Background: an optimization exercise with open tools, aiming at small area. Do not read the settings as production practice.
No functional check of the RTL was part of any run shown here.

## flow/design.v (module list and top-level ports; edited modules follow where they fit)
// module top: 1718 lines
// module fa_cell: 4 lines
// module xnor_cell: 3 lines
// module or_cell: 3 lines
// module pp_array: 14 lines
// module wmux: 6 lines
// module ha_cell: 4 lines
// module wdec: 13 lines
module top (
    input  wire clk,
    input  wire rst_n,
    input  wire start,
    input  wire preload_valid,
    input  wire [5:0] preload_addr,
    input  wire [7:0] preload_data,
    input  wire [63:0] x_vector_flat,
    output wire [127:0] result_flat
);
  // ...
==> flow/flow/run.sh <==
#!/bin/bash
# The standard ORFS layout (the standard.sh, standard synthesis), with:
#  - port buffers made with buf_1 instead of the default delay buffer;
#  - clock tree synthesis with clkbuf_4, sink clusters of up to 8 within
#    50 um, and no dummy loads.
# make's output goes to standard.log; ORFS keeps each step's log under orfs/logs.
set -euo pipefail
bash standard.sh \
  BUFFER_PORTS_ARGS="-buffer_cell sky130_fd_sc_hd__buf_1" \
  CTS_ARGS="-sink_clustering_enable -repair_clock_nets -dont_use_dummy_load -buf_list sky130_fd_sc_hd__clkbuf_4 -sink_clustering_size 8 -sink_clustering_max_diameter 50" \
  finish > standard.log 2>&1
==> flow/standard.sh <==
#!/bin/bash
# synth_recipe.tcl (not shown) runs the flow's synth.tcl, then flattens the netlist and writes it again
# the make line also repeats each setting of config.mk as NAME=value (left out here)
make -C /OpenROAD-flow-scripts/flow DESIGN_CONFIG=/design/flow/config.mk WORK_HOME=/design/flow/orfs CLKGATE_MAP_FILE= SYNTH_SCRIPT=/design/flow/synth_recipe.tcl "${@:-finish}"
==> flow/config.mk <==
export PLATFORM = sky130hd
export DESIGN_NAME = top
export DESIGN_NICKNAME = top
export VERILOG_FILES = /design/flow/design.v
export SDC_FILE = /design/flow/constraint.sdc
export NUM_CORES = 4
export LEC_CHECK = 0
export CAP_MARGIN = 20
export CORE_MARGIN = 2
export CORE_UTILIZATION = 40
export SLEW_MARGIN = 20
export SYNTH_HIERARCHICAL = 1
export SYNTH_MINIMUM_KEEP_SIZE = 0
==> flow/constraint.sdc <==
create_clock -name core_clock -period 10.0 [get_ports {clk}]
set_input_delay 2.0000 -clock core_clock [delete_from_list [all_inputs] [get_ports {clk}]]
set_output_delay 2.0000 -clock core_clock [all_outputs]
set_load 0.01 [all_outputs]
==> notes.md, run 1 <==
- The clock tree from TritonCTS is built.
- The maximum clock frequency is 0.104 GHz.
- The final critical path time including I/O delays and setup is 9.57 ns.
- For the final database, setup skew stands at 0.111 ns.
- The biggest area contributor in the post-synthesis netlist is sky130_fd_sc_hd__edfxtp_1.
- The cell type of the slowest stage on the worst timing path is sky130_fd_sc_hd__fa_1.
- Global routing used about a fifth of the available tracks across all layers.
- The startpoint type of the worst setup path is a flop.
- Sequential cells placed in the final layout were counted as 779.
- The unique cell type count in the Yosys netlist is 61.
- The proportion of register bits with asynchronous set or reset after synthesis is 1.16%.
- The minimum setup slack after placement is -0.0287 ns.
- Setup violations remaining at the end of the flow were counted as 0.
- In the global route stage, met3 resource usage came out at under 10%.
- The flow ran to the end and the layout has no timing, DRC or antenna violations.
- Measured on the final layout, the clock distribution area share stands at 1.89%.
- The most used flip-flop cell after synthesis is sky130_fd_sc_hd__edfxtp_1.
- The die span in x is 331 um.
- Ranked by instance count, the synthesized netlist is headed by sky130_fd_sc_hd__edfxtp_1, sky130_fd_sc_hd__fa_1, sky130_fd_sc_hd__nand2_1, sky130_fd_sc_hd__a22oi_1, sky130_fd_sc_hd__nor2_1.
- The maximum buffer depth of the clock tree is 3.
- The area inside the core boundary is about 110000 sq um.
- The number of antenna diodes in the final layout is 2.
- The detailed router put a total of ~44000 um of wire on met1.
- The cell class contributing the biggest share of worst-path delay is compound AO/OA/AOI/OAI gates.
- The post-synthesis share of cell area spent on full adders, half adders and majority gates is 24.0%.
- The number of max-capacitance violations reported is 0.
- The first global-routing pass estimated ~160000 um of wire.
==> run 2, diff against run 1 <==
--- a/flow/design.v
+++ b/flow/design.v
@@ -17,22 +17,20 @@
             cnt <= start ? 5'd1 : 5'd0;
         else if (cnt == 5'd17)
             cnt <= 5'd0;
         else
             cnt <= cnt + 5'd1;
     end
     reg [7:0] w [0:63];
     wire [7:0] wdata = rst_n ? preload_data : 8'd0;
-    wire [63:0] we_all;
-    wdec u_wdec (.addr(preload_addr), .en(idle & preload_valid), .clr(~rst_n), .we(we_all));
     genvar a;
     generate
         for (a = 0; a < 64; a = a + 1) begin : WREG
-            wire we = we_all[a];
+            wire we = !rst_n || (idle && preload_valid && preload_addr == a);
             always @(posedge clk)
                 if (we) w[a] <= wdata;
         end
     endgenerate
     reg [2:0] rsel;
     always @(posedge clk or negedge rst_n) begin
         if (!rst_n)
             rsel <= 3'd0;
@@ -967,17 +965,18 @@
     wire a4_s593, a4_c594;
     fa_cell u_a4_s593 (.a(b4_pp[63]), .b(m4_c566), .c(~(a3[14])), .s(a4_s593), .co(a4_c594));
     wire a4_s595, a4_c596;
     assign a4_s595 = ~(1'b0 ^ ~(a3[15]));
     assign a4_c596 = 1'b0 | ~(a3[15]);
     wire a4_s597, a4_c598;
     assign a4_s597 = ~(1'b0 ^ ~(a3[15]));
     assign a4_c598 = 1'b0 | ~(a3[15]);
-    wire [16:0] s4 = ~({a4_c596, a4_c594, a4_c592, a4_c590, a4_c588, a4_c586, a4_c584, a4_c582, a4_c580, a4_c578, a4_c576, a4_c574, a4_c572, a4_c570, a4_c568, ~(a3[1]), b4_pp[0]} + {a4_s597, a4_s595, a4_s593, a4_s591, a4_s589, a4_s587, a4_s585, a4_s583, a4_s581, a4_s579, a4_s577, a4_s575, a4_s573, a4_s571, a4_s569, a4_s567, ~(a3[0])} + 17'd1);
+    wire [16:0] s4;
+    ksadd u_ks4 (.a({a4_c596, a4_c594, a4_c592, a4_c590, a4_c588, a4_c586, a4_c584, a4_c582, a4_c580, a4_c578, a4_c576, a4_c574, a4_c572, a4_c570, a4_c568, ~(a3[1]), b4_pp[0]}), .b({a4_s597, a4_s595, a4_s593, a4_s591, a4_s589, a4_s587, a4_s585, a4_s583, a4_s581, a4_s579, a4_s577, a4_s575, a4_s573, a4_s571, a4_s569, a4_s567, ~(a3[0])}), .s(s4));
     wire [15:0] a4 = (s4[16] != s4[15]) ? (s4[16] ? 16'h8000 : 16'h7fff) : s4[15:0];
     wire [63:0] b5_pp;
     pp_array u_b5_pp (.w(wt5), .x(x5), .n(b5_pp));
     wire m5_s599, m5_c600;
     xnor_cell u_m5_s599 (.a(b5_pp[6]), .b(b5_pp[13]), .y(m5_s599));
     or_cell u_m5_c600 (.a(b5_pp[6]), .b(b5_pp[13]), .y(m5_c600));
     wire m5_s601, m5_c602;
     fa_cell u_m5_s601 (.a(b5_pp[7]), .b(b5_pp[14]), .c(b5_pp[21]), .s(m5_s601), .co(m5_c602));
@@ -1711,16 +1710,19 @@
     end
     genvar r;
     generate
         for (r = 0; r < 8; r = r + 1) begin : OUT
             assign result_flat[16*r +: 16] = ~(result_n[r] | {16{none}});
         end
     endgenerate
 endmodule
+module ksadd (input wire [16:0] a, input wire [16:0] b, output wire [16:0] s);
+    assign s = ~(a + b + 17'd1);
+endmodule
 module fa_cell (input wire a, input wire b, input wire c, output wire s, output wire co);
     assign s  = a ^ b ^ c;
     assign co = (a & b) | (a & c) | (b & c);
 endmodule
 module xnor_cell (input wire a, input wire b, output wire y);
     assign y = ~(a ^ b);
 endmodule
 module or_cell (input wire a, input wire b, output wire y);
@@ -1745,21 +1747,8 @@
                ({8{sel[2]}} & w[23:16]) | ({8{sel[3]}} & w[31:24]) |
                ({8{sel[4]}} & w[39:32]) | ({8{sel[5]}} & w[47:40]) |
                ({8{sel[6]}} & w[55:48]) | ({8{sel[7]}} & w[63:56]);
 endmodule
 module ha_cell (input wire a, input wire b, output wire s, output wire co);
     assign s  = a ^ b;
     assign co = a & b;
 endmodule
-module wdec (input wire [5:0] addr, input wire en, input wire clr, output wire [63:0] we);
-    wire [7:0] row, col;
-    genvar i;
-    generate
-        for (i = 0; i < 8; i = i + 1) begin : D
-            assign row[i] = en & (addr[5:3] == i);
-            assign col[i] = (addr[2:0] == i);
-        end
-        for (i = 0; i < 64; i = i + 1) begin : W
-            assign we[i] = clr | (row[i / 8] & col[i % 8]);
-        end
-    endgenerate
-endmodule
==> run 2 against run 1 <==
  * Non-clock buffer count decreased by 16
  * Still clean
  * Register-to-register slack better by 0.08 ns
  * Critical path type unchanged
  * Largest cell class unchanged
  * Cell count is 1.2% higher
  * Clock skew is 0.021 ns higher
  * Setup slack better by 0.084 ns
  * Synthesized area grew 0.16%
  * Wire length fell by 0.36%
  * Highest routed layer unchanged
==> notes.md, run 2 <==
- The final critical path takes up 94.9% of the cycle.
- The total count of max-transition violations in the final report is 0.
- The post-synthesis average cell area is 13.5 sq um.
- Leaving out fill and tap cells, the most frequent cells in the layout are sky130_fd_sc_hd__edfxtp_1, sky130_fd_sc_hd__nand2_1, sky130_fd_sc_hd__fa_1.
- The run finished with no timing, DRC or antenna violations.
- The number of instances in the synthesized netlist is about 3200.
- The final count of negative-setup-slack endpoints is 0 (unchanged).
- The total clock sinks is 779.
- Dividing the detail-routed wire length by the instance count gives 21.4 um.
- The cell area after synthesis is 42900 sq um.
- Buffers placed on the I/O ports in this run total 209.
- The worst min-delay path class is reg2reg.
- The post-route DRC violation count is 0.
- At the pin with the least slew margin, the transition time is roughly 0.97 ns.
- The global routing usage on met2 is 32.0%.
- The final layout contains routed wiring with a total length of 103000 um.
- The die span in x is 331 um (about the same).
- The multi-input combinational cell area is 19500 sq um.
- The endpoint of the worst setup timing path is acc_r2n[10].
- The highest cell delay on the worst timing path is about 0.54 ns.
- The number of max-capacitance violations reported came to 0 (unchanged).
- The initialized floorplan defines 120 standard-cell rows.
- The area growth from synthesis to layout is 6.93%.
- w holds more flip-flops than any other register.
- The number of clock buffers inserted by TritonCTS is 114.
- The clock tree skew after final layout is 0.132 ns (+0.0207 ns).
- Yosys attributes the largest share of cell area to sky130_fd_sc_hd__edfxtp_1, sky130_fd_sc_hd__fa_1, sky130_fd_sc_hd__dfxtp_1.
- The total number of yosys warnings is 9.
- The final layout contains slightly above 4000 nets.
- The placed standard-cell area is roughly 45000 sq um.
- Global routing used 24.8% of the available met1 tracks.
- The most used flip-flop cell after synthesis is sky130_fd_sc_hd__edfxtp_1.
- The detailed-route vias per instance is 5.36.
- For this run, the detailed router's first-pass iteration total came to 6.
- Summing over every cut layer, the via total after detailed routing is 25800.
- In this run, post-CTS hold repair placed 0 buffers.
- met2 is the most crowded layer.
- The clock network latency to the later pin of the worst-skew pair is about 1 ns.
- The sum of overflow across all layers after global routing is 0.
- The number of nets handed over by synthesis was 3809.
- The initial antenna violation count is 6.
- The top fanout value on the critical path is 21.
- After legalization and detailed placement, the total HPWL measured 74400 um.
- Synthesis inferred 779 register bits.
- The register with the most flip-flops in the layout has 512 of them.
- The total count of hold-check failures in the final report is 0.
- The total number of H-tree levels is 3.
- In the final timing run, aggregate negative setup slack is 0 ns.
- Setup repair after global routing left no endpoint under its margin.
- The global placement routability congestion is ~0.85.
- The worst register-to-register path has a depth of 33.
- The detail route stage leaves a number of antenna-violating nets equal to 0.
- In the final layout, flip-flops and latches occupy 22100 sq um.
- The critical path is of the reg2reg type.
- Summed over all instances, the cell type with the most area after synthesis is sky130_fd_sc_hd__edfxtp_1.
- The number of enable flip-flop cells after synthesis is 640.
- The maximum clock frequency came to 0.105 GHz (+0.89%).
- The filler cell count is 9798.
- The library cell used most frequently in the layout, excluding fill and tap cells, is sky130_fd_sc_hd__edfxtp_1.
- The final critical path time including I/O delays and setup is 9.49 ns (-0.0845 ns).
- The overall track demand over capacity in global routing was 18.9% (-0.11 points).
- TritonCTS built the clock tree.
- The most frequently used cell type in the post-synthesis netlist is sky130_fd_sc_hd__edfxtp_1.
- At the worst endpoint, the required time is 10.81 ns.
- The cell at the root of the clock tree is sky130_fd_sc_hd__clkbuf_4.
- The dominant cell type by count on the critical path is sky130_fd_sc_hd__fa_1.
- The via count of the first global-routing pass came to 27100.
- The relative max-transition margin is 34.9%.
- The floorplan step defined a die boundary enclosing 110000 sq um.
- The die is 331 um tall.
- The maximum buffer depth of the clock tree is 3 (unchanged).
- The proportion of synthesized chip area in sequential cells is between 50% and 60%.
- Summed over its instances, the top area cell type makes up 44.8% of the synthesized netlist area.
- In this run the worst setup path begins at rsel[0].
- After clock tree synthesis, the clock-pin slew on the worst setup and hold paths is 0.09 ns.
- The global-route met3 utilization is 3.26% (+0.35 points).
- The worst register-to-register path begins at rsel[0].
- The initial utilization of the core area, before any placement, comes to 40.2%.
- The worst flop-to-flop path endpoint is acc_r2n[10].
- For the worst setup path, the data arrival time is 10.30 ns.
- In the final layout, the registers with the most flip-flops are w: 512 flops, result_n: 128 flops.
- The area inside the core boundary is 107000 sq um (+0.98%).
- The unique cell type count in the Yosys netlist is 68 (+11%).
- Ranked by instance count, the synthesized netlist is headed by sky130_fd_sc_hd__edfxtp_1, sky130_fd_sc_hd__nand2_1, sky130_fd_sc_hd__fa_1, sky130_fd_sc_hd__a22oi_1, sky130_fd_sc_hd__nor2_1.
- The detailed router finished its first iteration with about 1800 violations.
- The setup check on the worst reg-to-reg path leaves a slack of 0.51 ns.
- For this design the top-level I/O count stands at 210.
- The proportion of register bits with asynchronous set or reset after synthesis is 1.16% (unchanged).
- The slowest stage of the critical path is the sky130_fd_sc_hd__fa_1 cell.
- The endpoint type of the worst setup path is a flop.
- The ratio of cells with drive above 1 in the final layout is about 7.6%.
- The startpoint type of the worst setup path is a flop.
- After routing the design area is approximately 46000 sq um.
- The pin count of the biggest net entering global routing is 97.
- The first-pass GRT wire length was 160000 um (+0.75%).
## run 2: changes by cell type after synthesis, sizes merged, moves of 9 or more
cell,before,now
a21o,113,48
a21oi,54,103
a31o,14,4
nand2,425,448
nor2,144,157
o21ai,79,122
xor2,20,11
## run 2: worst max-delay path, delay by kind of cell (launching register included)
kind	cells	cell delay [ns]
AOI/OAI and AO/OA	11	1.92
buffers and inverters	4	0.70
DFF	1	0.41
and+or+nand+nor	7	1.76
xor gates and xnor gates	1	0.36
adders and majority gates	10	4.17
## run 2: worst min path at each step
stage               startpoint      end  depth (start not counted)
floorplan              x7_1[0]  x7_2[0]                          0
global placement       x7_1[5]  x7_2[5]                          0
detailed placement     x7_1[1]  x7_2[1]                          0
CTS                    x7_1[4]  x7_2[4]                          0
global route           x7_1[6]  x7_2[6]                          0
finish                 x7_1[2]  x7_2[2]                          0
## run 2: final cells by class
class                   instances  share of cell area (%)
diodes                          2                  0.0109
clock buffers                 114                    1.87
inverters                      75                   0.614
multi-input cells            2153                    42.6
flip-flops and latches        779                    48.1
well taps                    1403                    3.83
repair buffers                286                    3.02
## run 2: per-module statistics from Yosys (local to each module, per instance)
| module | flip-flops and latches | cells | cell area, sq um | times used |
|---|---|---|---|---|
| top | 779 | 1605 | 27700 | 1 |
| or_cell | 0 | 1 | 6.26 | 45 |
| ksadd | 0 | 122 | 881 | 1 |
| xnor_cell | 0 | 1 | 8.76 | 45 |
| fa_cell | 0 | 1 | 20.0 | 403 |
| pp_array | 0 | 71 | 313 | 8 |
| wmux | 0 | 48 | 379 | 8 |
## run 2: logic make-up after synthesis
kind of cell | share of synthesized area, %
AO/OA/AOI/OAI | 9.47
XOR/XNOR | 1.94
adder cells (fa/ha/maj) | 24.0
buffers and inverters | 3.21
flip-flops | 51.4
multiplexers | 0.0233
AND/OR/NAND/NOR | 9.94
## run 2: per-layer routing
metal,vias to the layer above,part of all wire [%]
met3,191,5.8
met4,8,2.7
li1,11700,-
met1,13100,42
met5,-,0.044
met2,819,49
## run 2: stage by stage
stage	instances	setup slack [ns]	hold WS, ns	util (%)
after floorplan	3172	0.942	0.310	-
after global placement	4687	0.597	0.314	42.0
final	4812	0.510	0.330	42.9
after global routing	4812	0.0283	0.343	42.9
after detailed placement	4691	0.382	0.313	42.1
after CTS	4805	0.296	0.333	42.9
## run 2: what timing repair did
item                                    in CTS  in global routing
endpoints found under the setup margin       0                 15
buffers inserted                             0                  4
endpoints found under the hold margin        0                  0
gates resized for setup                      0                  1

==> re-timing with driven ports <==
No port has a modelled driver above. Below, the same layouts with a new extraction and two added sets of constraints. Step 1, drivers: a clkbuf_16 drives clk and a buf_2 each remaining input, both assumed. Step 2, shift: input delay + t, output delay - t, t = (earliest + latest rising clock arrival at the registers) / 2. This alone moves slack from input paths to output paths. Slacks: no drivers / after step 1 / after step 2; pairs: no drivers / after step 1.
run | shift t [ns] | setup WS [ns] | clock arrival spread, ns
run 1 | 0.972 | 0.426 / 0.426 / 0.426 | 0.160 / 0.160
run 2 | 0.974 | 0.510 / 0.510 / 0.510 | 0.133 / 0.134
After both steps every run listed still meets setup and hold.
